This is an optimization exercise on Yosys and OpenROAD, whose aim is small area, not a production implementation.
RTL that was checked went through simulation tests only; none was proved equivalent to the original.
No functional check of the RTL was part of run 4.
Power figures rest on the tool's default switching activity, not on a simulated workload.

==> design/flow/design.v <==
module sync_reset(input        clk,     
		  input        key,     
		  output logic reset);  
   logic [1:2] reset_s;  
   always_ff @(posedge clk or negedge key)
     if(!key)
       {reset_s,reset}<='1;
     else
       {reset_s,reset}<={1'b0,reset_s};
endmodule
module clk_en
  (input        reset,    
   input        clk,      
   output logic clk_en);  
   logic [4:0] lfsr_10ms;  
   always_ff @(posedge clk)
     if(reset || clk_en)
       lfsr_10ms<='0;
     else
       lfsr_10ms<={lfsr_10ms[3:0],~(lfsr_10ms[4]^lfsr_10ms[2])};
   always_comb
     clk_en=(lfsr_10ms==5'b11010);
endmodule
module dcf77(input               reset,        
	     input               clk,          
	     input               clk_en,       
	     input               rx,           
	     output logic [58:0] data_shift,   
	     output logic        error,        
	     output logic        sync);        
   logic [0:3]  rx_s;            
   logic [0:2]  rx_d;            
   logic [4:0]  counter_pulse;   
   logic [7:0]  counter_start;   
   logic        data_valid;      
   logic        valid;
   logic        rise,fall,start,d;
   always_comb
     begin
	rise =rx_d[1] && !rx_d[2];   
	fall =!rx_d[1] && rx_d[2];   
	start=rise && (counter_start>8'd151 || counter_start==8'd0);
	d    =counter_pulse>=5'd15;  
     end
   always_ff @(posedge clk)
     if(reset)
       begin
	  rx_s              <='0;
	  rx_d              <='0;
	  counter_start     <='0;
	  data_shift[58:20] <='0;
	  error             <='1;
	  data_valid        <='0;
       end
     else if(clk_en)
       begin
	  rx_s<={rx,rx_s[0:2]};
	  rx_d[0]<=(rx_s[1] && rx_s[2]) || (rx_s[2] && rx_s[3]) || (rx_s[1] && rx_s[3]);
	  rx_d[1:2]<=rx_d[0:1];
	  if(rise)
	    counter_start<=8'd2;
	  else
	    counter_start<=counter_start+8'd1;
	  if(fall)
	    data_shift[58:20]<={d,data_shift[58:21]};
	  data_valid<=start && valid;
	  if(start)
	    error<=!valid;
       end
   always_ff @(posedge clk)
     if(clk_en)
       begin
	  if(rx_d[0:1]==2'b10)  
	    counter_pulse<=5'd0;
	  else if(rx_d[0:1]==2'b11)  
	    counter_pulse<=counter_pulse+5'd1;
	  if(fall)
	    data_shift[19:0]<=data_shift[20:1];
       end
   always_comb sync=data_valid & clk_en;
   logic p1,p2,p3;                    
   logic start_of_minute,             
	 start_of_encoding_times,
	 minutes,hours,day_of_month,
	 day_of_week_ok,month_ok,year_ok;
   always_comb
     begin:validy_check
	p1=~^data_shift[28:21];  
	p2=~^data_shift[35:29];  
	p3=~^data_shift[58:36];  
	start_of_minute=!data_shift[0];
	start_of_encoding_times=data_shift[20];
	minutes       =(data_shift[27:25]<6 && data_shift[24:21]<10);
	hours         =(data_shift[34:33]<3 && data_shift[32:29]<10 && !(data_shift[34:33]==2 && data_shift[32:29]>3));
	day_of_month  =(data_shift[39:36]<10 && !(data_shift[41:40]==3 && data_shift[39:36]>1));
	day_of_week_ok=(data_shift[44:42]>0);
	month_ok      =(data_shift[48:45]<10 && !(data_shift[49]==1 && data_shift[48:45]>2));
	year_ok       =(data_shift[57:54]<10 && data_shift[53:50]<10);
	valid=(p1 && p2 && p3 &&
	       start_of_minute && start_of_encoding_times &&
	       minutes && hours &&
	       day_of_month && day_of_week_ok &&
	       month_ok && year_ok);
     end:validy_check
endmodule
module clock(input        reset,       
	     input        clk,         
	     input        clk_en,      
	     input        dcf77_sync,  
	     input  [58:0] dcf77_data,  
	     output logic [3:0] year1,year0,
	     output logic       month1,
	     output logic [3:0] month0,
	     output logic [3:0] day1,day0,
	     output logic [1:0] hour1,
	     output logic [3:0] hour0,
	     output logic [2:0] minute1,
	     output logic [3:0] minute0,
	     output logic [2:0] second1,
	     output logic [3:0] second0,
	     output logic [2:0] day_of_week);
   logic [6:0] counter;
   logic leap_year,february,month_has_30_days,month_has_31_days,
	 last_tick,last_second,last_minute,last_hour,last_day,last_month,last_year,
	 s0_9,m0_9,h0_9,d0_9,mo0_9,y0_9;
   function automatic [3:0] bcd_inc(input [3:0] q);
      bcd_inc={q[3] ? !q[0] : q[2]&q[1]&q[0],
	       q[2]^(q[1]&q[0]),
	       !q[3]&(q[1]^q[0]),
	       !q[0]};
   endfunction
   always_comb
     begin:flags
	s0_9 =second0[3]&second0[0];
	m0_9 =minute0[3]&minute0[0];
	h0_9 =hour0[3]&hour0[0];
	d0_9 =day0[3]&day0[0];
	mo0_9=month0[3]&month0[0];
	y0_9 =year0[3]&year0[0];
	february         =!month1 && month0==4'd2;
	month_has_30_days=(!month1 && (month0==4'd4 || month0==4'd6 || month0==4'd9)) ||
			  (month1 && month0[0]);
	month_has_31_days=(!month1 && (month0==4'd1 || month0==4'd3 || month0==4'd5 ||
				       month0==4'd7 || month0==4'd8)) ||
			  (month1 && !month0[0]);
	leap_year=!year0[0] && (year0[1]==year1[0]) && (year0!=4'd0 || year1!=4'd0);
	last_tick  =counter==7'b1001011;
	last_second=second1[2]&second1[0]&s0_9;
	last_minute=minute1[2]&minute1[0]&m0_9;
	last_hour  =hour1[1]&hour0[1]&hour0[0];
	last_day   =(february && !leap_year && day1==4'd2 && day0[3] && !day0[0]) ||
		    (february && leap_year && day1==4'd2 && d0_9) ||
		    (month_has_30_days && day1==4'd3 && day0==4'd0) ||
		    (month_has_31_days && day1==4'd3 && day0==4'd1);
	last_month =month1 && month0[1];
	last_year  =year1[3]&year1[0]&y0_9;
     end:flags
   always_ff @(posedge clk)
     begin:main
	if(reset)
	  begin
	     counter    <='0;
	     year1      <='0;
	     year0      <='0;
	     month1     <='0;
	     month0     <=4'd1;
	     day1       <='0;
	     day0       <=4'd1;
	     day_of_week<=3'd1;
	     hour1      <='0;
	     hour0      <='0;
	     minute1    <='0;
	     minute0    <='0;
	     second1    <='0;
	     second0    <='0;
	  end
	else if(clk_en)
	  begin
	     if(dcf77_sync)
	       begin
		  counter    <=7'b1111110;  
		  year1      <=dcf77_data[57:54];
		  year0      <=dcf77_data[53:50];
		  month1     <=dcf77_data[49];
		  month0     <=dcf77_data[48:45];
		  day_of_week<=dcf77_data[44:42];
		  day1       <={2'b0,dcf77_data[41:40]};
		  day0       <=dcf77_data[39:36];
		  hour1      <=dcf77_data[34:33];
		  hour0      <=dcf77_data[32:29];
		  minute1    <=dcf77_data[27:25];
		  minute0    <=dcf77_data[24:21];
		  second1    <='0;
		  second0    <='0;
	       end
	     else
	       begin
		  if(last_tick)
		    counter<=7'd0;
		  else
		    counter<={counter[5:0],~(counter[6]^counter[5])};
		  if(last_tick)
		    begin:count_seconds
		       second0<=bcd_inc(second0);
		       if(s0_9)
			 second1<=last_second ? 3'd0 : second1+3'd1;
		       if(last_second)
			 begin:count_minutes
			    minute0<=bcd_inc(minute0);
			    if(m0_9)
			      minute1<=last_minute ? 3'd0 : minute1+3'd1;
			 end:count_minutes
		       if(last_minute && last_second)
			 begin:count_hours
			    if(last_hour)
			      begin
				 hour0<=4'd0;
				 hour1<=2'd0;
			      end
			    else
			      begin
				 hour0<=bcd_inc(hour0);
				 if(h0_9)
				   hour1<=hour1+2'd1;
			      end
			 end:count_hours
		       if(last_hour && last_minute && last_second)
			 begin:count_days
			    day_of_week<=(day_of_week==3'd7) ? 3'd1 : day_of_week+3'd1;
			    if(last_day)
			      begin
				 day0<=4'd1;
				 day1<=4'd0;
			      end
			    else
			      begin
				 day0<=bcd_inc(day0);
				 if(d0_9)
				   day1<=day1+4'd1;
			      end
			 end:count_days
		       if(last_day && last_hour && last_minute && last_second)
			 begin:count_months
			    if(last_month)
			      begin
				 month0<=4'd1;
				 month1<=1'b0;
			      end
			    else
			      begin
				 month0<=bcd_inc(month0);
				 if(mo0_9)
				   month1<=1'b1;
			      end
			 end:count_months
		       if(last_month && last_day && last_hour && last_minute && last_second)
			 begin:count_years
			    year0<=bcd_inc(year0);
			    if(y0_9)
			      year1<=last_year ? 4'd0 : year1+4'd1;
			 end:count_years
		    end:count_seconds
	       end
	  end
     end:main
endmodule
module display_decoder(input        [2:0] SW,           
		       input        [3:0] year1,year0,
		       input              month1,
		       input        [3:0] month0,
		       input        [3:0] day1,day0,
		       input        [1:0] hour1,
		       input        [3:0] hour0,
		       input        [2:0] minute1,
		       input        [3:0] minute0,
		       input        [2:0] second1,
		       input        [3:0] second0,
		       input        [2:0] day_of_week,
		       output logic [6:0] HEX0,   
		       output logic [6:0] HEX1,   
		       output logic [6:0] HEX2,   
		       output logic [6:0] HEX3);  
   logic [3:0] digit0,digit1,digit2,digit3;
   always_comb
     begin
	if(SW[0])
	  begin
	     digit0=second0;
	     digit1={1'b0,second1};
	  end
	else if(SW[1])
	  begin
	     digit0=day0;
	     digit1=day1;
	  end
	else if(SW[2])
	  begin
	     digit0=month0;
	     digit1={3'b0,month1};
	  end
	else
	  begin
	     digit0=minute0;
	     digit1={1'b0,minute1};
	  end
	digit2=SW[2] ? year0 : hour0;
	digit3=SW[2] ? year1 : {2'b0,hour1};
	HEX0=dec_digit(digit0);
	HEX1=hex_digit(digit1);
	if(SW[0])
	  begin
	     HEX3=~7'b0;
	     HEX2=~7'b0;
	  end
	else if(SW[1])
	  {HEX3,HEX2}=week_day_chars(day_of_week);
	else
	  begin
	     HEX3=dec_digit(digit3);
	     HEX2=dec_digit(digit2);
	  end
     end
   function [6:0] hex_digit(input [3:0] i);
      case(i)               
	4'h0:    hex_digit=~7'b0111111;   
	4'h1:    hex_digit=~7'b0000110;   
	4'h2:    hex_digit=~7'b1011011;   
	4'h3:    hex_digit=~7'b1001111;   
	4'h4:    hex_digit=~7'b1100110;   
	4'h5:    hex_digit=~7'b1101101;   
	4'h6:    hex_digit=~7'b1111101;   
	4'h7:    hex_digit=~7'b0000111;   
	4'h8:    hex_digit=~7'b1111111;   
	4'h9:    hex_digit=~7'b1101111;   
	4'ha:    hex_digit=~7'b1110111;   
	4'hb:    hex_digit=~7'b1111100;   
	4'hc:    hex_digit=~7'b0111001;   
	4'hd:    hex_digit=~7'b1011110;   
	4'he:    hex_digit=~7'b1111001;   
	default: hex_digit=~7'b1110001;   
      endcase
   endfunction
   function [6:0] dec_digit(input [3:0] i);
      dec_digit=hex_digit(i);
   endfunction
   function [13:0] week_day_chars(input [2:0] i);
      case(i)               
	3'd1:    week_day_chars=~14'b0110111_1011100;   
	3'd2:    week_day_chars=~14'b1111000_0011100;   
	3'd3:    week_day_chars=~14'b0111110_1111001;   
	3'd4:    week_day_chars=~14'b1111000_1110100;   
	3'd5:    week_day_chars=~14'b1110001_1010000;   
	3'd6:    week_day_chars=~14'b1101101_1110111;   
	default: week_day_chars=~14'b1101101_1011100;   
      endcase
   endfunction
endmodule
module dcf77_clock_top(input        clk,       
		       input        key_n,     
		       input        rx,        
		       input  [2:0] sw_disp,   
		       input        sw_fast,   
		       input        sw_sync,   
		       output [6:0] hex0,      
		       output [6:0] hex1,      
		       output [6:0] hex2,      
		       output [6:0] hex3,      
		       output       led_error, 
		       output       led_rx);   
   wire reset;
   wire clk_en_10ms;
   wire dcf77_error;
   wire dcf77_sync;
   logic clock_clk_en;
   logic clock_dcf77_sync;
   wire [58:0] dcf77_data;
   wire [3:0]  year1,year0,month0,day1,day0,hour0,minute0,second0;
   wire        month1;
   wire [1:0]  hour1;
   wire [2:0]  minute1,second1,day_of_week;
   assign led_error=dcf77_error;
   assign led_rx   =rx;
   sync_reset sync_reset(.clk(clk),.key(key_n),.reset(reset));
   clk_en clk_en(.reset(reset),.clk(clk),.clk_en(clk_en_10ms));
   dcf77 dcf77(.reset(reset),.clk(clk),.clk_en(clk_en_10ms),
	       .rx(rx),
	       .data_shift(dcf77_data),
	       .error(dcf77_error),.sync(dcf77_sync));
   clock clock(.reset(reset),.clk(clk),.clk_en(clock_clk_en),
	       .dcf77_sync(clock_dcf77_sync),.dcf77_data(dcf77_data),
	       .year1(year1),.year0(year0),.month1(month1),.month0(month0),
	       .day1(day1),.day0(day0),.hour1(hour1),.hour0(hour0),
	       .minute1(minute1),.minute0(minute0),.second1(second1),.second0(second0),
	       .day_of_week(day_of_week));
   display_decoder display_decoder(.SW(sw_disp),
				   .year1(year1),.year0(year0),.month1(month1),.month0(month0),
				   .day1(day1),.day0(day0),.hour1(hour1),.hour0(hour0),
				   .minute1(minute1),.minute0(minute0),.second1(second1),.second0(second0),
				   .day_of_week(day_of_week),
				   .HEX0(hex0),.HEX1(hex1),.HEX2(hex2),.HEX3(hex3));
   always_comb
     begin
	clock_clk_en     = clk_en_10ms | sw_fast;
	clock_dcf77_sync = dcf77_sync  & sw_sync;
     end
endmodule
==> design/flow/run.sh <==
#!/bin/bash
# synth_recipe.tcl (not shown) runs the flow's synth.tcl, then flattens the netlist and writes it again
# the make line also repeats each setting of config.mk as NAME=value (left out here)
make -C /OpenROAD-flow-scripts/flow DESIGN_CONFIG=/design/flow/config.mk WORK_HOME=/design/flow/orfs CLKGATE_MAP_FILE= SYNTH_SCRIPT=/design/flow/synth_recipe.tcl finish
==> design/flow/config.mk <==
export PLATFORM = sky130hd
export DESIGN_NAME = dcf77_clock_top
export DESIGN_NICKNAME = dcf77_clock_top
export VERILOG_FILES = /design/flow/design.v
export SDC_FILE = /design/flow/constraint.sdc
export NUM_CORES = 4
export LEC_CHECK = 0
export ABC_AREA = 1
export CAP_MARGIN = 20
export CORE_MARGIN = 2
export CORE_UTILIZATION = 40
export CTS_BUF_LIST = sky130_fd_sc_hd__clkbuf_8
export SLEW_MARGIN = 20
==> design/flow/constraint.sdc <==
create_clock -name core_clock -period 10.0 [get_ports {clk}]
set_input_delay 2.0000 -clock core_clock [delete_from_list [all_inputs] [get_ports {clk}]]
set_output_delay 2.0000 -clock core_clock [all_outputs]
set_load 0.01 [all_outputs]
==> metrics.md, run 1 <==
| Metric | Value |
|---|---|
| Max-slew violation count | 0 |
| Cell with the most instances after synthesis | nand2_1 |
| Worst vdd ir | approximately 0.09 mV |
| Via count | 7,120 |
| Root buffer cell | clkbuf_8 |
| Synth async-reset ratio | between 2 and 2.5% |
| Post-synthesis compound-gate area fraction | about a fifth |
| Clock latency (worst-skew pair) | around 460 ps |
| Cells after Synth | about 1.1k |
| Area share of fa/ha/maj cells after synthesis | a little over a tenth |
| Number of remaining DRC errors | 0 |
| # IOs | 38 |
| Setup violations, final | 0 |
| Top FF cell, synth | dfxtp_1 |
| Hold buffer count at cts | 0 |
| R2R cell count | 9 |
| Max_slew headroom | ~45% |
| WL/cell | ~14 um |
| #FFs+latches synth | 140 |
| Final Cycle Share | between 70% and 80% |
| Max Fclk | about 0.14 GHz |
| Xor/xnor share of the synthesized area | 3.386% |
| Chip height | between 100 and 150 um |
| First-pass GRT wire length | between 30,000 and 40,000 um |
| Initial DRT Pass Iterations | 5 |
| Layout cells sized above 1 | under 10% |
| CP max FO | 24 |
| Final net count | roughly 1.2k |
| Clock slew at reported path FFs | 90 ps |
| Placed cell area | just under 0.009 mm^2 |
| Filler Cell Count | 2,104 |
| Endpoint class of the critical path | output port |
| Initial cell density of the core | between 40% and 50% |
| Unique masters post-synth | 54 |
| Mux contribution to synthesized area | 0% |
| Antenna violations before repair | 0 |
| CTS Sinks | 140 |
| Vias in the first global route | 6,555 |
| Met3 usage | 3.364% |
| Setup bufs post-CTS | 0 |
| Most Crowded Layer GR | met2 |
| Placed insts | 1,383 |
| Total die area | roughly 0.022 mm^2 |
| CTS buffer count | 17 |
| IO buf count | 37 |
| Largest net degree at the start of global routing | between 80 and 90 |
| Core ar. | just over 0.02 mm^2 |
| Top post-synthesis cells by count | nand2_1, o21ai_0, inv_1 |
| Sequential area share after synthesis | 37.11% |
| Met2 Usage GRT | 28.65% |
| RSZ-0062 raised after global routing | no |
| Final Util | 45.38% |
| Post-cts repair resize count | 0 |
| GRT Util Overall | 18.17% |
| GRT overflow | 0 |
| Critical Path AT | around 5200 ps |
| Mapped Area | between 0.008 and 0.009 mm^2 |
| Ant. Diodes | 0 |
| Via density | slightly above 5 |
| Hold Crit Depth | 0 |
| Synth Area in Simple Gates | 19.65% |
| Largest family of logic cells by synthesized area | compound AO/OA/AOI/OAI gates |
| Final antenna-violating net count | 0 |
| CTS Buffer Depth | 2 |
| Tmin final | just over 7000 ps |
| Synth warn | 6 |
| Worst slew pin tran | around 830 ps |
| Crit path launch type | primary input |
| H-tree levels | 4 |
| Area grow syn2layout | 11.29% |
| TritonCTS clock tree | done |
| Worst EP required | approximately 8000 ps |
| Die Wd | ~150 um |
| Critical path type | primary input to output port |
| Lkg Pwr | just under 4 nW |
| Final setup skew | between 15 and 20 ps |
| GP Congestion | 0.8190 |
| Synth top area cells | dfxtp_1, ha_1, o21ai_0 |
| Max-Cap Viols | 0 |
| Synth top area share | between 20% and 30% |
| Finished Layout Cells | between 1k and 1.5k |
| Status | finished clean |
| Post-Route WL | just under 20,000 um |
| Count of flip-flops with a built-in enable after synthesis | 25 |
| Setup_tns | 0 ps |
| Power Dens Cells | 119.4 mW/mm^2 |
| 1st-iter DRT viols | between 400 and 500 |
| Post-DP HPWL | roughly 14,000 um |
| Area leader, netlist | dfxtp_1 |
| Hold Violations, Final | 0 |
| Hold Path Class | flip-flop to flip-flop |
| Post-Layout Inst Area | approximately 0.0092 mm^2 |
| Mapped Nets | around 1.2k |
| Syn Area/Cell | 7.458 um^2 |
| Rows | 52 |
| GRT met1 Usage | 25.81% |
## final timing paths
path / startpoint / endpoint / slack (ps)
min reg2reg: sync_reset.reset_s[1] / sync_reset.reset_s[2] / 360
max: sw_disp[1] / hex1[1] / 2790
min in group asynchronous: key_n / sync_reset.reset / 1910
max reg2reg: clk_en.lfsr_10ms[1] / clock.year1[3] / 7220
min: sync_reset.reset_s[1] / sync_reset.reset_s[2] / 360
max in group asynchronous: key_n / sync_reset.reset_s[1] / 8070
## power by group
group	internal, W	switching [W]
Sequential	0.000575	0.00000322
Clock	0.000188	0.000255
Combinational	0.0000336	0.0000454
Total	0.000797	0.000303
## area by class of cell
| cell class | instances | area [um^2] | area share (%) |
|---|---|---|---|
| Multi-Input combinational cell | 788 | 4494 | 48.78 |
| Inverter | 145 | 545.5 | 5.921 |
| Timing Repair Buffer | 40 | 392.9 | 4.265 |
| Clock inverter | 14 | 122.6 | 1.331 |
| Sequential cell | 140 | 3072 | 33.34 |
| Clock buffer | 18 | 247.7 | 2.689 |
| Tap cell | 270 | 337.8 | 3.667 |
## stage by stage
| stage | total power (W) | hold slack, ps | setup slack [ps] |
|---|---|---|---|
| after floorplan | 0.0006391 | 345.2 | 4455 |
| after global placement | 0.0006700 | 345.9 | 2799 |
| after detailed placement | 0.0006702 | 348.2 | 2789 |
| after CTS | 0.001113 | 362.2 | 2780 |
| after global routing | 0.001148 | 365.7 | 2472 |
| final | 0.001100 | 360.1 | 2788 |
## registers in the layout, indices dropped and copies added, names as in the netlist, 2 cells and up
name and cells:
clock.counter 7, clock.day0 4, clock.minute0 4, dcf77.rx_s 4, clock.year1 4, dcf77.counter_start 8
dcf77.rx_d 3, clock.second1 3, clock.minute1 3, sync_reset.reset_s 2, clock.hour0 4, clock.day_of_week 3
dcf77.counter_pulse 5, dcf77.data_shift 59, clock.day1 4, clock.second0 4, clock.year0 4, clock.hour1 2
clk_en.lfsr_10ms 5, clock.month0 4
## layer usage
metal  wire (um)  part of all wire (%)  up-vias
li1            -                     -     3744
met1        9790                    51     3219
met2        8460                    44      138
met3         723                   3.8       19
met4         248                   1.3        0
met5           0                     0        -
## worst max-delay path, cell delays in order
cell and delay (ps):
clkdlybuf4s50_1 870, inv_2 330, o21ai_0 150, o21ai_0 150
or2_2 290, o21ai_1 330, inv_1 150, nand2_1 110
o21ai_0 90, a21boi_0 180, clkdlybuf4s50_1 550
## layout by cell type (no fill, tap or decap), types with 4 or more instances in the layout
cell type | synthesis | final
nand2_1 | 181 | 181
o21ai_0 | 154 | 154
inv_1 | 135 | 134
dfxtp_1 | 112 | 112
a21oi_1 | 98 | 98
nor2_1 | 96 | 96
ha_1 | 69 | 69
nand3_1 | 49 | 49
clkdlybuf4s50_1 | 0 | 37
edfxtp_1 | 25 | 25
xnor2_1 | 23 | 23
nor3_1 | 18 | 18
clkbuf_8 | 0 | 18
o211ai_1 | 14 | 14
xor2_1 | 9 | 9
inv_2 | 6 | 7
a31oi_1 | 7 | 7
o22ai_1 | 6 | 6
a22oi_1 | 5 | 5
a221oi_1 | 5 | 5
o21ai_2 | 4 | 4
o31ai_1 | 4 | 4
nand4_1 | 4 | 4
inv_8 | 0 | 4
inv_6 | 0 | 4
## cell families after synthesis
logic type	count (synthesis)
and+or+nand+nor	373
AOI/OAI and AO/OA	313
buffers and inverters	182
DFF	140
adders and majority gates	69
xor gates and xnor gates	32
other	1
==> inputs of run 2 (changes only) <==
--- a/design/flow/config.mk
+++ b/design/flow/config.mk
@@ -9,5 +9,4 @@
 export CAP_MARGIN = 20
 export CORE_MARGIN = 2
 export CORE_UTILIZATION = 40
-export CTS_BUF_LIST = sky130_fd_sc_hd__clkbuf_8
 export SLEW_MARGIN = 20
==> run 2 against run 1 <==
Against the previous run: largest power group is now the clock network; register-to-register slack is essentially flat; synthesized cell count unchanged; largest cell class unchanged; first-iteration DRC count up 1.5%; still clean on timing, DRC and antenna.
==> metrics.md, run 2 <==
| Metric | Value |
|---|---|
| Status | finished clean |
| Fraction of power consumed by combinational cells | 6.2% |
| Setup WS post-layout | around 2800 ps |
| Mux contribution to synthesized area | 0% |
| Crit path launch type | primary input |
| Power Dens Cells | roughly 130 mW/mm^2 |
| Commonest non-fill, non-tap cell in the layout | nand2_1 |
| Reg with most FFs | dcf77.data_shift |
| Syn Area/Cell | between 7 and 8 um^2 |
| Via count | between 7k and 8k |
| Critical Path AT | 5210 ps |
| Worst hold start | sync_reset.reset_s[1] |
| Hold Crit Depth | 0 |
| Number of remaining DRC errors | 0 |
| CTS Buffer Depth | 2 |
| Cells after Synth | about 1.1k |
| Setup violations, final | 0 |
| Tmin final | 7209 ps |
| Net Sw Power | 0.0003222 W |
| First-pass GRT wire length | 32,660 um |
| Lkg Pwr | between 3 and 4 nW |
| Clk pwr share | a little under half |
| WL/cell | approximately 14 um |
| Via density | 5.052 |
| Post-Route WL | 19,360 um |
| Area grow syn2layout | 13.60% |
| Area share of fa/ha/maj cells after synthesis | a little over a tenth |
| CTS buffer count | 17 |
| Ant. Diodes | 0 |
| TritonCTS clock tree | done |
| IO buf count | 37 |
| Largest family of logic cells by synthesized area | compound AO/OA/AOI/OAI gates |
| Top FF cell, synth | dfxtp_1 |
| Post-cts repair resize count | 0 |
| Initial cell density of the core | 40.78% |
| Largest registers | dcf77.data_shift: 59 flops, dcf77.counter_start: 8 flops, clock.counter: 7 flops |
| Finished Layout Cells | ~1.4k |
| Filler Cell Count | between 2k and 2.5k |
| Internal | ~0.00094 W |
| Seq pwr share | 45.8% |
| Worst slack, placed | roughly 2800 ps |
| GRT overflow | 0 |
| Most frequent cells in the layout | nand2_1, o21ai_0, inv_1 |
| Die Wd | around 150 um |
| Hold Path Class | flip-flop to flip-flop |
| Area leader, netlist | dfxtp_1 |
| Clock latency (worst-skew pair) | around 430 ps |
| Layout cells sized above 1 | approximately 5.8% |
| # IOs | 38 |
| Clock slew at reported path FFs | 60 ps |
| Largest net degree at the start of global routing | 85 |
| RSZ-0062 raised after global routing | no |
| Synth async-reset ratio | ~2.1% |
| Sequential area share after synthesis | between 30% and 40% |
| Synth Area in Simple Gates | between 10% and 20% |
| Post-synthesis compound-gate area fraction | 20.78% |
| #FFs+latches synth | between 100 and 150 |
| Count of flip-flops with a built-in enable after synthesis | 25 |
| Initial DRT Pass Iterations | 5 |
| Fin Hold WS | approximately 360 ps |
| CTS Sinks | 140 |
| Synth top area share | between 20% and 30% |
| Reg2Reg Launch Point | clk_en.lfsr_10ms[0] |
| R2R cell count | 10 |
| Top post-synthesis cells by count | nand2_1, o21ai_0, inv_1 |
| GP Congestion | 0.8190 |
| Mapped Area | 0.008278 mm^2 |
| Worst EP required | 8000 ps |
| GRT Util Overall | between 10% and 20% |
| Net Sw Frac | between 20% and 30% |
| Cell with the most instances after synthesis | nand2_1 |
| Setup_tns | 0 ps |
| Setup bufs post-CTS | 0 |
| Vias in the first global route | 6,554 |
| Mapped Nets | approximately 1.2k |
| Final net count | 1,209 |
| Total die area | between 0.02 and 0.025 mm^2 |
| Max Fclk | roughly 0.14 GHz |
| Worst vdd ir | 0.1233 mV |
| Worst slew pin tran | around 800 ps |
| Max FFs per register | 59 |
| Max-slew violation count | 0 |
| Unique masters post-synth | 54 |
| Core ar. | slightly above 0.02 mm^2 |
| Post-DP HPWL | 13,590 um |
| Antenna violations before repair | 0 |
| Final Power | ~0.0013 W |
| CP max FO | 24 |
| Final Cycle Share | around 72% |
| Endpoint class of the critical path | output port |
| Final antenna-violating net count | 0 |
| Critical path type | primary input to output port |
| H-tree levels | 4 |
| Hold Violations, Final | 0 |
| Final setup skew | a little under 9 ps |
| Max_slew headroom | between 40% and 50% |
| Xor/xnor share of the synthesized area | under 10% |
| Max-Cap Viols | 0 |
| 1st-iter DRT viols | a little under 500 |
| Chip height | 147.9 um |
| Placed insts | 1,383 |
| Rows | 52 |
| Synth warn | 6 |
| Hold buffer count at cts | 0 |
| Synth top area cells | dfxtp_1, ha_1, o21ai_0 |
| Worst setup path startpoint | sw_disp[1] |
| Root buffer cell | clkbuf_16 |
## run 2: cell counts after synthesis
Identical to the previous run, type by type.
## run 2: metal layers
layer | wire length (um) | up-vias | GRT usage, %
met5 | 0 | - | 0
met2 | 8597 | 132 | 28.88
met4 | 244 | 0 | 4.571
met3 | 708 | 24 | 3.457
met1 | 9812 | 3247 | 25.83
li1 | - | 3745 | -
## run 2: final cells by class
| class | instances | area [um^2] | share of cell area, % |
|---|---|---|---|
| timing repair buffer | 40 | 392.9 | 4.178 |
| clock inverter | 14 | 122.6 | 1.304 |
| clock buffer | 18 | 439.2 | 4.670 |
| inverter | 145 | 545.5 | 5.801 |
| multi-input combinational | 788 | 4494 | 47.79 |
| sequential | 140 | 3072 | 32.66 |
| tap | 270 | 337.8 | 3.592 |
## run 2: final timing paths
| check | endpoint | slack, ps |
|---|---|---|
| worst max-delay path | hex1[1] | 2790 |
| worst min register to register | sync_reset.reset_s[2] | 360 |
| min in group asynchronous | sync_reset.reset_s[1] | 1950 |
| worst min-delay path | sync_reset.reset_s[2] | 360 |
| worst max register to register | clock.year1[3] | 7220 |
| max in group asynchronous | sync_reset.reset | 8030 |
## run 2: kinds of logic (layout without fill, tap and decap cells)
kind of cell	count (synthesis)	count (layout)
AND/OR/NAND/NOR	373	373
AO/OA/AOI/OAI	313	313
buffers and inverters	182	217
flip-flops	140	140
adder cells (fa/ha/maj)	69	69
XOR/XNOR	32	32
other	1	1
## run 2: worst max-delay path: stages
cell and delay [ps]:
clkdlybuf4s50_1 860, inv_2 330, o21ai_0 150, o21ai_0 150
or2_2 290, o21ai_1 330, inv_1 150, nand2_1 110
o21ai_0 90, a21boi_0 180, clkdlybuf4s50_1 550
## run 2: metrics by stage
| step | util [%] | instance area (um^2) |
|---|---|---|
| final | 46.33 | 9404 |
| after global routing | 46.33 | 9404 |
| after CTS | 46.33 | 9404 |
| after detailed placement | 43.56 | 8842 |
| after global placement | 43.56 | 8842 |
| after floorplan | - | 8278 |
## run 2: power groups by stage
stage	clock network, W	logic (W)	registers, W
6_report	0.000607	0.0000788	0.000579
3_5_place_dp	0	0.0000789	0.000591
2_1_floorplan	0	0.0000499	0.000589
5_1_grt	0.000644	0.0000890	0.000579
3_3_place_gp	0	0.0000787	0.000591
4_1_cts	0.000622	0.0000791	0.000579
==> inputs of run 3 (changes only) <==
--- a/design/flow/design.v
+++ b/design/flow/design.v
@@ -1,12 +1,13 @@
 module sync_reset(input        clk,     
 		  input        key,     
 		  output logic reset);  
-   logic [1:2] reset_s;  
+   logic [1:0] reset_s;  
    always_ff @(posedge clk or negedge key)
      if(!key)
-       {reset_s,reset}<='1;
+       reset_s<=2'b11;
      else
-       {reset_s,reset}<={1'b0,reset_s};
+       reset_s<={reset_s[1]&reset_s[0],!reset_s[1]};
+   always_comb reset=reset_s[1] | !reset_s[0];
 endmodule
 module clk_en
   (input        reset,    
@@ -35,6 +36,7 @@
    logic        data_valid;      
    logic        valid;
    logic        rise,fall,start,d;
+   logic        par1,par2,par3;  
    always_comb
      begin
 	rise =rx_d[1] && !rx_d[2];   
@@ -49,6 +51,7 @@
 	  rx_d              <='0;
 	  counter_start     <='0;
 	  data_shift[58:20] <='0;
+	  {par1,par2,par3}  <='0;
 	  error             <='1;
 	  data_valid        <='0;
        end
@@ -62,7 +65,12 @@
 	  else
 	    counter_start<=counter_start+8'd1;
 	  if(fall)
-	    data_shift[58:20]<={d,data_shift[58:21]};
+	    begin
+	       data_shift[58:20]<={d,data_shift[58:21]};
+	       par1<=par1^data_shift[29]^data_shift[21];
+	       par2<=par2^data_shift[36]^data_shift[29];
+	       par3<=par3^d^data_shift[36];
+	    end
 	  data_valid<=start && valid;
 	  if(start)
 	    error<=!valid;
@@ -85,9 +93,9 @@
 	 day_of_week_ok,month_ok,year_ok;
    always_comb
      begin:validy_check
-	p1=~^data_shift[28:21];  
-	p2=~^data_shift[35:29];  
-	p3=~^data_shift[58:36];  
+	p1=!par1;  
+	p2=!par2;  
+	p3=!par3;  
 	start_of_minute=!data_shift[0];
 	start_of_encoding_times=data_shift[20];
 	minutes       =(data_shift[27:25]<6 && data_shift[24:21]<10);
@@ -341,7 +349,7 @@
       endcase
    endfunction
    function [6:0] dec_digit(input [3:0] i);
-      dec_digit=hex_digit(i);
+      dec_digit=hex_digit(i[3] ? {3'b100,i[0]} : i);
    endfunction
    function [13:0] week_day_chars(input [2:0] i);
       case(i)               
==> design/flow/flow/run.sh (new file) <==
#!/bin/bash
# Layout flow: the standard synthesis, then its combinational logic
# re-mapped for area by ABC (the registers, their names and cells are kept as
# the standard synthesis made them), then the standard layout steps with
# buf_1 port buffers and clkbuf_8 clock buffers without dummy loads.
# Each tool's output goes to its own log file in the work folder.
set -euo pipefail
R=orfs/results/sky130hd/dcf77_clock_top/base

bash standard.sh synth > 1_standard_synth.log 2>&1
cp "$R/1_2_yosys.v" standard_synth.v

# re-map, and use the result only if it is proven equivalent
if yosys -c flow/resyn.tcl > 2_resyn.log 2>&1 &&
   yosys -c flow/equiv.tcl > 3_equiv.log 2>&1; then
  # the re-mapped netlist replaces the synthesis result; make rebuilds from it
  cp resyn.v "$R/1_2_yosys.v"
else
  echo "re-mapping not used" > 3_equiv_failed.txt
fi

bash standard.sh finish \
  BUFFER_PORTS_ARGS="-buffer_cell sky130_fd_sc_hd__buf_1" \
  CTS_ARGS="-sink_clustering_enable -repair_clock_nets -buf_list sky130_fd_sc_hd__clkbuf_8 -dont_use_dummy_load" \
  > 4_standard_layout.log 2>&1
==> design/flow/flow/conb.v (new file) <==
module sky130_fd_sc_hd__conb_1(output HI, output LO);
  assign HI = 1'b1;
  assign LO = 1'b0;
endmodule
==> design/flow/flow/equiv.tcl (new file) <==
# Prove that the re-mapped netlist (resyn.v) computes what the standard
# synthesis netlist (standard_synth.v) computes: the register cells are cut
# into inputs (their outputs) and outputs (their inputs), matched by instance
# name, and a SAT miter checks every output and register input.
yosys -import
set lib $::env(FLOW_HOME)/platforms/sky130hd/lib/sky130_fd_sc_hd__tt_025C_1v80.lib
read_liberty -ignore_miss_func $lib
set fh [open $lib]
set text [read $fh]
close $fh
foreach {all cell} [regexp -all -inline {cell\s*\(\s*"?(sky130_fd_sc_hd__\w+)"?\s*\)} $text] {
  if { [regexp {__(df|edf|sdf|sedf|dl[rx]|dlclkp|sdlclkp)} $cell] } {
    blackbox $cell
  }
}
read_verilog -overwrite flow/conb.v
read_verilog standard_synth.v
yosys rename $::env(FLOW_TOP) gold
read_verilog resyn.v
yosys rename $::env(FLOW_TOP) gate
hierarchy -check
yosys cd gate
check -assert
yosys cd
flatten gold gate
opt_clean
yosys cd gold
yosys rename -hide w:* x:* %d
yosys cd gate
yosys rename -hide w:* x:* %d
yosys cd
expose -evert gold gate
opt_clean
miter -equiv -flatten -make_outputs -ignore_gold_x gold gate miter
hierarchy -top miter
sat -verify -prove trigger 0 miter
==> design/flow/flow/resyn.abc (new file) <==
strash
&get -n
&deepsyn -T 20
&put
dch -f
amap
==> design/flow/flow/resyn.tcl (new file) <==
# Re-map the combinational logic of the standard synthesis netlist for area.
# Sequential cells are read as black boxes, so every register instance keeps
# its name, its cell and its connections; everything else is flattened into
# logic and mapped again by ABC with flow/resyn.abc.
yosys -import
set lib $::env(FLOW_HOME)/platforms/sky130hd/lib/sky130_fd_sc_hd__tt_025C_1v80.lib

read_liberty -ignore_miss_func $lib
set fh [open $lib]
set text [read $fh]
close $fh
foreach {all cell} [regexp -all -inline {cell\s*\(\s*"?(sky130_fd_sc_hd__\w+)"?\s*\)} $text] {
  if { [regexp {__(df|edf|sdf|sedf|dl[rx]|dlclkp|sdlclkp)} $cell] } {
    blackbox $cell
  }
}

# the tie cell has no logic function in the library
read_verilog -overwrite flow/conb.v
read_verilog standard_synth.v
hierarchy -top $::env(FLOW_TOP)
tee -o resyn_before.txt stat -liberty $lib
flatten
opt_clean
synth -run fine:
abc -liberty $lib -dont_use *lpflow* -dont_use *probe* -script [pwd]/flow/resyn.abc
opt_clean -purge
setundef -zero
hilomap -singleton -hicell sky130_fd_sc_hd__conb_1 HI -locell sky130_fd_sc_hd__conb_1 LO
insbuf -buf sky130_fd_sc_hd__buf_1 A X
splitnets
opt_clean -purge
# (check runs in flow/equiv.tcl on the written netlist)
tee -o resyn_after.txt stat -liberty $lib
write_verilog -noattr -nohex -nodec resyn.v
==> design/flow/standard.sh (new file) <==
#!/bin/bash
# synth_recipe.tcl (not shown) runs the flow's synth.tcl, then flattens the netlist and writes it again
# the make line also repeats each setting of config.mk as NAME=value (left out here)
make -C /OpenROAD-flow-scripts/flow DESIGN_CONFIG=/design/flow/config.mk WORK_HOME=/design/flow/orfs CLKGATE_MAP_FILE= SYNTH_SCRIPT=/design/flow/synth_recipe.tcl "${@:-finish}"
removed: design/flow/run.sh
==> run 3 against run 2 <==
Against the previous run: core utilization fell by 0.83 points; clock-buffer cell count fell by 1; still clean on timing, DRC and antenna; sequential power is 2% higher; wire length down 25%; critical endpoint is now hex0[2]; via count shrank 25%; die area shrank 27%; combinational power is 52% lower; critical path type unchanged.
==> metrics.md, run 3 <==
| Metric | Value |
|---|---|
| Clock slew at reported path FFs | around 80 ps |
| Max_slew headroom | between 40% and 50% |
| WL/cell | around 15 um |
| Post-cts repair resize count | 0 |
| Reg with most FFs | dcf77.data_shift |
| Setup violations, final | 0 |
| Internal | around 0.00075 W |
| TritonCTS clock tree | done |
| Syn Area/Cell | 8.334 um^2 |
| Vias in the first global route | just under 5k |
| GRT overflow | 0 |
| Final net count | about 790 |
| Final setup skew | between 20 and 25 ps |
| Most frequent cells in the layout | clkinv_1, nor2_1, dfxtp_1 |
| Slowest CP cell | nor2_1 |
| Clock latency (worst-skew pair) | 440 ps |
| R2R cell count | 23 |
| Worst slew pin tran | 791.7 ps |
| Final Cycle Share | ~67% |
| Critical Path AT | roughly 4700 ps |
| H-tree levels | 4 |
| Status | finished clean |
| Synth warn | 6 |
| Ant. Diodes | 0 |
| Net Sw Frac | 21.49% |
| Commonest non-fill, non-tap cell in the layout | clkinv_1 |
| Root buffer cell | clkbuf_8 |
| GRT Util Overall | between 10% and 20% |
| Die Wd | 126.7 um |
| First-pass GRT wire length | 24,270 um |
| Hold Violations, Final | 0 |
| Net Sw Power | 0.0002049 W |
| Critical-path cell list | buf_1 > clkinv_1 > nor2_1 > clkinv_1 > o22a_1 > o221ai_1 > clkinv_1 > o21ai_0 > nor2_1 > nor2_1 > o21ai_0 > o21ai_0 > nor3_1 > buf_1 |
| Crit path launch type | primary input |
| Hold Path Class | flip-flop to flip-flop |
| Antenna violations before repair | 0 |
| Largest registers | dcf77.data_shift: 59 flops, dcf77.counter_start: 8 flops, clock.counter: 7 flops |
| Post-Layout Inst Area | approximately 0.0067 mm^2 |
| Endpoint class of the critical path | output port |
| Power Dens Cells | around 140 mW/mm^2 |
| CTS buffer count | 17 |
| CP max FO | 9 |
| Max Fclk | about 0.15 GHz |
| Post-DP HPWL | 10,840 um |
| Hold buffer count at cts | 0 |
| Setup bufs post-CTS | 0 |
| Placed cell area | roughly 0.0064 mm^2 |
| Initial DRT Pass Iterations | 5 |
| Mapped Nets | 731 |
| Setup_tns | 0 ps |
| Max-slew violation count | 0 |
| IO buf count | 37 |
| Fraction of power consumed by combinational cells | under 10% |
| Rows | 44 |
| Buf+Inv Stages, Crit Path | 5 |
| Via count | 5,337 |
| Mapped Area | approximately 0.006 mm^2 |
| Worst stage delay on the critical path | between 400 and 500 ps |
| Tmin final | about 6700 ps |
| Via density | 5.531 |
| # IOs | 38 |
| Filler Cell Count | between 1k and 1.5k |
| Initial cell density of the core | between 40 and 50% |
| Number of remaining DRC errors | 0 |
| Hold Crit Depth | 0 |
| Chip height | approximately 130 um |
| Worst path depth | 14 |
| R2r setup slk | between 5000 and 6000 ps |
| CTS Sinks | around 140 |
| Clk pwr share | about a third |
| Final antenna-violating net count | 0 |
| Post-Route WL | around 15,000 um |
| RSZ-0062 raised after global routing | no |
| Seq pwr share | 61.9% |
| Area grow syn2layout | 10.57% |
| Critical path type | primary input to output port |
| Max FFs per register | 59 |
| Cells after Synth | approximately 720 |
| Delay-heaviest family, CP | compound AO/OA/AOI/OAI gates |
| Total die area | between 0.015 and 0.02 mm^2 |
| 1st-iter DRT viols | 329 |
| CTS Buffer Depth | 2 |
| Layout cells sized above 1 | slightly above 3% |
| Worst vdd ir | between 0.07 and 0.08 mV |
| Core ar. | 0.01464 mm^2 |
| GP Congestion | 0.8517 |
| Worst EP required | about 8000 ps |
| Max-Cap Viols | 0 |
| Lkg Pwr | between 2 and 2.5 nW |
| Largest net degree at the start of global routing | 40 |
-- run 3: changes by cell type in the layout (fill, tap and decap cells not counted), moves of 49 or more --
| cell | previous run | this run |
|---|---|---|
| clkinv_1 | 3 | 132 |
| ha_1 | 69 | 0 |
| inv_1 | 134 | 0 |
| o22ai_1 | 6 | 55 |
| a21oi_1 | 98 | 24 |
| nand2_1 | 181 | 44 |
| o21ai_0 | 154 | 54 |
-- run 3: layer usage --
metal  GRT usage [%]  up-vias  part of all wire (%)  routed length, um
met5               0        -                     0                  0
met4           6.529        0                   1.4                201
met3           4.049       18                   4.9                709
met1           24.60     2477                    47               6847
li1                -     2691                     -                  -
met2           31.03      151                    47               6756
-- run 3: cell type report --
type | count | area [um^2] | area share (%)
Clock buffer | 17 | 234.0 | 3.512
Inverter | 132 | 495.5 | 7.437
Multi-Input combinational cell | 448 | 2421 | 36.34
Sequential cell | 142 | 3105 | 46.61
Tap cell | 184 | 230.2 | 3.455
Timing Repair Buffer | 42 | 176.4 | 2.648
-- run 3: power groups by stage --
stage               Clock (W)  Sequential (W)  Combinational, W
global placement            0        0.000603         0.0000356
CTS                  0.000337        0.000590         0.0000370
floorplan                   0        0.000602         0.0000258
detailed placement          0        0.000603         0.0000369
global route         0.000359        0.000591         0.0000429
finish               0.000326        0.000591         0.0000375
-- run 3: per-stage QoR --
step,hold WS (ps),total power (W),utilization (%),setup slack (ps),std cells
after detailed placement,405.1,0.0006400,43.90,3366,948
after CTS,412.5,0.0009641,45.50,3369,965
final,410.8,0.0009536,45.50,3295,965
after floorplan,400.3,0.0006276,-,3954,723
after global routing,419.7,0.0009924,45.50,2926,965
after global placement,406.1,0.0006381,43.90,3578,948
-- run 3: worst reg2reg max path: stages (launching register included) --
cell and delay (ps):
dfxtp_1 310, clkinv_1 70, nor3_1 210, nand3_1 280
clkinv_1 230, o21ai_0 270, nor2_1 230, nand3_1 150
clkinv_1 80, nand3_1 120, nor2_1 200, nand2_1 100
nor2_1 280, nand3_1 200, nor2_1 370, nand2_1 150
nor3_1 480, nand2_1 190, nor2_1 190, nand2_1 110
clkinv_1 90, nor2_1 60, o21ai_0 260, o221ai_1 150
-- run 3: final timing paths --
check	from	endpoint
worst max-delay path	sw_disp[1]	hex0[2]
worst min-delay path	dcf77.data_shift[12]	dcf77.data_shift[11]
worst max register to register	clk_en.lfsr_10ms[1]	clock.year1[2]
worst min register to register	dcf77.data_shift[12]	dcf77.data_shift[11]
max in group asynchronous	key_n	sync_reset.reset_s[1]
min in group asynchronous	key_n	sync_reset.reset_s[0]
==> inputs of run 4 (changes only) <==
--- a/design/flow/design.v
+++ b/design/flow/design.v
@@ -291,75 +291,105 @@
    logic [3:0] digit0,digit1,digit2,digit3;
    always_comb
      begin
-	if(SW[0])
-	  begin
-	     digit0=second0;
-	     digit1={1'b0,second1};
-	  end
-	else if(SW[1])
-	  begin
-	     digit0=day0;
-	     digit1=day1;
-	  end
-	else if(SW[2])
-	  begin
-	     digit0=month0;
-	     digit1={3'b0,month1};
-	  end
-	else
-	  begin
-	     digit0=minute0;
-	     digit1={1'b0,minute1};
-	  end
-	digit2=SW[2] ? year0 : hour0;
-	digit3=SW[2] ? year1 : {2'b0,hour1};
+	if(SW[0]) begin digit0=second0; digit1={1'b0,second1}; end
+	else if(SW[1]) begin digit0=day0; digit1=day1; end
+	else if(SW[2]) begin digit0=month0; digit1={3'b0,month1}; end
+	else begin digit0=minute0; digit1={1'b0,minute1}; end
+	digit2=SW[1] ? code2(day_of_week) : SW[2] ? year0 : hour0;
+	digit3=SW[1] ? code3(day_of_week) : SW[2] ? year1 : {2'b0,hour1};
 	HEX0=dec_digit(digit0);
 	HEX1=hex_digit(digit1);
-	if(SW[0])
-	  begin
-	     HEX3=~7'b0;
-	     HEX2=~7'b0;
-	  end
-	else if(SW[1])
-	  {HEX3,HEX2}=week_day_chars(day_of_week);
-	else
-	  begin
-	     HEX3=dec_digit(digit3);
-	     HEX2=dec_digit(digit2);
-	  end
+	HEX2=SW[0] ? ~7'b0 : seg2(digit2);
+	HEX3=SW[0] ? ~7'b0 : seg3(digit3);
      end
    function [6:0] hex_digit(input [3:0] i);
-      case(i)               
-	4'h0:    hex_digit=~7'b0111111;   
-	4'h1:    hex_digit=~7'b0000110;   
-	4'h2:    hex_digit=~7'b1011011;   
-	4'h3:    hex_digit=~7'b1001111;   
-	4'h4:    hex_digit=~7'b1100110;   
-	4'h5:    hex_digit=~7'b1101101;   
-	4'h6:    hex_digit=~7'b1111101;   
-	4'h7:    hex_digit=~7'b0000111;   
-	4'h8:    hex_digit=~7'b1111111;   
-	4'h9:    hex_digit=~7'b1101111;   
-	4'ha:    hex_digit=~7'b1110111;   
-	4'hb:    hex_digit=~7'b1111100;   
-	4'hc:    hex_digit=~7'b0111001;   
-	4'hd:    hex_digit=~7'b1011110;   
-	4'he:    hex_digit=~7'b1111001;   
-	default: hex_digit=~7'b1110001;   
+      case(i)
+	4'h0: hex_digit=~7'b0111111;
+	4'h1: hex_digit=~7'b0000110;
+	4'h2: hex_digit=~7'b1011011;
+	4'h3: hex_digit=~7'b1001111;
+	4'h4: hex_digit=~7'b1100110;
+	4'h5: hex_digit=~7'b1101101;
+	4'h6: hex_digit=~7'b1111101;
+	4'h7: hex_digit=~7'b0000111;
+	4'h8: hex_digit=~7'b1111111;
+	4'h9: hex_digit=~7'b1101111;
+	4'ha: hex_digit=~7'b1110111;
+	4'hb: hex_digit=~7'b1111100;
+	4'hc: hex_digit=~7'b0111001;
+	4'hd: hex_digit=~7'b1011110;
+	4'he: hex_digit=~7'b1111001;
+	4'hf: hex_digit=~7'b1110001;
+	default: hex_digit='0;
       endcase
    endfunction
    function [6:0] dec_digit(input [3:0] i);
       dec_digit=hex_digit(i[3] ? {3'b100,i[0]} : i);
    endfunction
-   function [13:0] week_day_chars(input [2:0] i);
-      case(i)               
-	3'd1:    week_day_chars=~14'b0110111_1011100;   
-	3'd2:    week_day_chars=~14'b1111000_0011100;   
-	3'd3:    week_day_chars=~14'b0111110_1111001;   
-	3'd4:    week_day_chars=~14'b1111000_1110100;   
-	3'd5:    week_day_chars=~14'b1110001_1010000;   
-	3'd6:    week_day_chars=~14'b1101101_1110111;   
-	default: week_day_chars=~14'b1101101_1011100;   
+   function [6:0] seg2(input [3:0] i);
+      case(i)
+	4'h0: seg2=~7'b0111111;
+	4'h1: seg2=~7'b0000110;
+	4'h2: seg2=~7'b1011011;
+	4'h3: seg2=~7'b1001111;
+	4'h4: seg2=~7'b1100110;
+	4'h5: seg2=~7'b1101101;
+	4'h6: seg2=~7'b1111101;
+	4'h7: seg2=~7'b0000111;
+	4'h8: seg2=~7'b1111111;
+	4'h9: seg2=~7'b1101111;
+	4'ha: seg2=~7'b1011100;
+	4'hb: seg2=~7'b1110100;
+	4'hc: seg2=~7'b1111001;
+	4'hd: seg2=~7'b1010000;
+	4'he: seg2=~7'b1110111;
+	4'hf: seg2=~7'b0011100;
+	default: seg2='0;
+      endcase
+   endfunction
+   function [6:0] seg3(input [3:0] i);
+      case(i)
+	4'h0: seg3=~7'b0111111;
+	4'h1: seg3=~7'b0000110;
+	4'h2: seg3=~7'b1011011;
+	4'h3: seg3=~7'b1001111;
+	4'h4: seg3=~7'b1100110;
+	4'h5: seg3=~7'b1101101;
+	4'h6: seg3=~7'b1111101;
+	4'h7: seg3=~7'b0000111;
+	4'h8: seg3=~7'b1111111;
+	4'h9: seg3=~7'b1101111;
+	4'ha: seg3=~7'b1111000;
+	4'hb: seg3=~7'b1110001;
+	4'hc: seg3=~7'b0110111;
+	4'hd: seg3=~7'b1011110;
+	4'he: seg3=~7'b0111110;
+	4'hf: seg3=~7'b1110001;
+	default: seg3='0;
+      endcase
+   endfunction
+   function [3:0] code2(input [2:0] i);
+      case(i)
+	3'd1: code2=4'd10;
+	3'd2: code2=4'd15;
+	3'd3: code2=4'd12;
+	3'd4: code2=4'd11;
+	3'd5: code2=4'd13;
+	3'd6: code2=4'd14;
+	3'd7: code2=4'd10;
+	default: code2=4'd10;
+      endcase
+   endfunction
+   function [3:0] code3(input [2:0] i);
+      case(i)
+	3'd1: code3=4'd12;
+	3'd2: code3=4'd10;
+	3'd3: code3=4'd14;
+	3'd4: code3=4'd10;
+	3'd5: code3=4'd11;
+	3'd6: code3=4'd5;
+	3'd7: code3=4'd5;
+	default: code3=4'd12;
       endcase
    endfunction
 endmodule
==> run 4 against run 3 <==
Against the previous run: largest cell class unchanged; first-iteration DRC count is 7.9% higher; core utilization is 0.63 points lower; maximum frequency is 1.1% higher; synthesized cell count is 3.2% higher.
==> metrics.md, run 4 <==
| Metric | Value |
|---|---|
| Commonest non-fill, non-tap cell in the layout | clkinv_1 |
| Setup_tns | 0 ps |
| CTS Sinks | between 100 and 150 |
| Power Dens Cells | ~140 mW/mm^2 |
| Die Wd | about 130 um |
| Max FFs per register | 59 |
| Max Fclk | about 0.15 GHz |
| Final net count | between 800 and 900 |
| Met3 usage | 4.215% |
| GRT met1 Usage | 25.18% |
| Post-DP HPWL | 11,240 um |
| Endpoint class of the critical path | output port |
| Syn Area/Cell | roughly 8 um^2 |
| Clock slew at reported path FFs | around 60 ps |
| Worst slew pin tran | roughly 990 ps |
| Area of the multi-input gates | about 0.0025 mm^2 |
| Hold Violations, Final | 0 |
| Setup bufs post-CTS | 0 |
| GRT Util Overall | roughly 19% |
| Rows | 45 |
| IO buf count | 37 |
| Total die area | 0.01635 mm^2 |
| Tmin final | approximately 6600 ps |
| Core ar. | between 0.015 and 0.02 mm^2 |
| Critical path type | primary input to output port |
| Mapped Area | about 0.006 mm^2 |
| Most Crowded Layer GR | met2 |
| Lkg Pwr | approximately 2.1 nW |
| Ant. Diodes | 0 |
| Crit path launch type | primary input |
| CTS buffer count | 17 |
| GRT overflow | 0 |
| Via density | 5.538 |
| Worst EP required | 8000 ps |
| Setup violations, final | 0 |
| Via count | between 5k and 6k |
| 1st-iter DRT viols | between 300 and 400 |
| H-tree levels | 4 |
| Most used cell, CP | nor2_1 |
| Layout cells sized above 1 | roughly 2.9% |
| Antenna violations before repair | 0 |
| Max-slew violation count | 0 |
| Max-Cap Viols | 0 |
| Final Util | between 40% and 50% |
| Mapped Nets | roughly 750 |
| # IOs | 38 |
| Cells after Synth | 746 |
| Area grow syn2layout | 10.34% |
| Fin Hold WS | ~410 ps |
| Initial DRT Pass Iterations | 5 |
| Largest net degree at the start of global routing | 40 |
| Post-cts repair resize count | 0 |
| Final antenna-violating net count | 0 |
| GP Congestion | between 0.9 and 1 |
| Most frequent cells in the layout | clkinv_1, nor2_1, dfxtp_1 |
| RSZ-0062 raised after global routing | no |
| Post-Route WL | ~15,000 um |
| Final Power | just under 0.001 W |
| Hold buffer count at cts | 0 |
| Vias in the first global route | between 5k and 6k |
| Max_slew headroom | roughly 34% |
| Number of remaining DRC errors | 0 |
| Chip height | roughly 130 um |
| Slowest CP cell | buf_1 |
| Reg area | approximately 0.0031 mm^2 |
| Worst vdd ir | 0.07743 mV |
| Root buffer cell | clkbuf_8 |
| CTS Buffer Depth | 2 |
| First-pass GRT wire length | approximately 25,000 um |
| Critical Path AT | 4630 ps |
| Status | finished clean |
| Worst stage delay on the critical path | 440 ps |
| Largest registers | dcf77.data_shift: 59 flops, dcf77.counter_start: 8 flops, clock.counter: 7 flops |
| Clock latency (worst-skew pair) | between 400 and 500 ps |
| Initial cell density of the core | approximately two fifths |
| Filler Cell Count | around 1.5k |
| Met2 Usage GRT | between 30% and 40% |
| Synth warn | 6 |
| Hold Path Class | flip-flop to flip-flop |
| Critical-path cell list | buf_1 > clkinv_1 > nor2_1 > o21ai_0 > nor2_1 > o22ai_1 > a21oi_1 > clkinv_1 > nor2_1 > nor3_1 > or3_1 > buf_1 |
| WL/cell | roughly 15 um |
| Final setup skew | 29.88 ps |
| CP max FO | 13 |
| Final Cycle Share | between 60% and 70% |
| Reg with most FFs | dcf77.data_shift |
| TritonCTS clock tree | done |
-- run 4: final timing paths --
check,startpoint,to,slack (ps),depth (start not counted)
worst max-delay path,sw_disp[1],hex2[4],3370,12
worst min-delay path,dcf77.data_shift[7],dcf77.data_shift[6],410,0
worst max register to register,clk_en.lfsr_10ms[4],clock.year1[2],4840,26
worst min register to register,dcf77.data_shift[7],dcf77.data_shift[6],410,0
max in group asynchronous,key_n,sync_reset.reset_s[0],8460,1
min in group asynchronous,key_n,sync_reset.reset_s[1],1520,1
-- run 4: worst max-delay path, delay by kind of cell --
kind / cells / cell delay, ps
buffers and inverters: 4 / 1070
AND/OR/NAND/NOR: 5 / 1000
AO/OA/AOI/OAI: 3 / 560
-- run 4: final cells by class --
| cell class | count | share of cell area [%] |
|---|---|---|
| inverter | 135 | 7.485 |
| tap | 188 | 3.474 |
| clock buffer | 17 | 3.456 |
| sequential | 142 | 45.87 |
| timing repair buffer | 41 | 2.495 |
| multi-input combinational | 468 | 37.22 |
-- run 4: metrics by stage --
stage | setup slack (ps) | area [um^2] | cells
after floorplan | 4189 | 6136 | 746
final | 3370 | 6770 | 991
after detailed placement | 3398 | 6536 | 974
after CTS | 3405 | 6770 | 991
after global routing | 2949 | 6770 | 991
after global placement | 3609 | 6536 | 974
-- run 4: report_power, final --
group / total, W / internal (W) / leakage (nW) / switching (W)
clock: 0.000325 / 0.000149 / 0.122 / 0.000175
combinational: 0.0000580 / 0.0000200 / 0.914 / 0.0000380
sequential: 0.000596 / 0.000589 / 1.10 / 0.00000656
total: 0.000978 / 0.000758 / 2.13 / 0.000220
-- run 4: routing by layer --
metal	up-vias	share of wire [%]
met5	-	0
met3	33	4.7
met1	2516	47
met4	0	2.9
li1	2776	-
met2	163	45

[separate check: timing with driven ports]
In the flow no input, the clock included, has a driving cell. The finished layouts below were timed again as built, in two steps.
Step 1: set_driving_cell puts a clkbuf_16 on clk and a buf_2 on each other input, an assumption about the parent block.
Step 2 also shifts input and output timing later by t, the mid clock arrival at the registers, as if the neighbouring blocks saw the same clock.
Slacks: ideal / step 1 / step 2; pairs: ideal / step 1.
| run | shift t [ns] | setup WS [ns] | clock arrival spread, ns |
|---|---|---|---|
| run 1 | 0.486 | 2.788 / 2.761 / 2.761 | 0.015 / 0.015 |
| run 2 | 0.467 | 2.791 / 2.764 / 2.764 | 0.011 / 0.011 |
| run 3 | 0.467 | 3.295 / 3.269 / 3.269 | 0.024 / 0.023 |
| run 4 | 0.459 | 3.370 / 3.346 / 3.346 | 0.030 / 0.031 |
After both steps setup and hold are still met in every run listed.
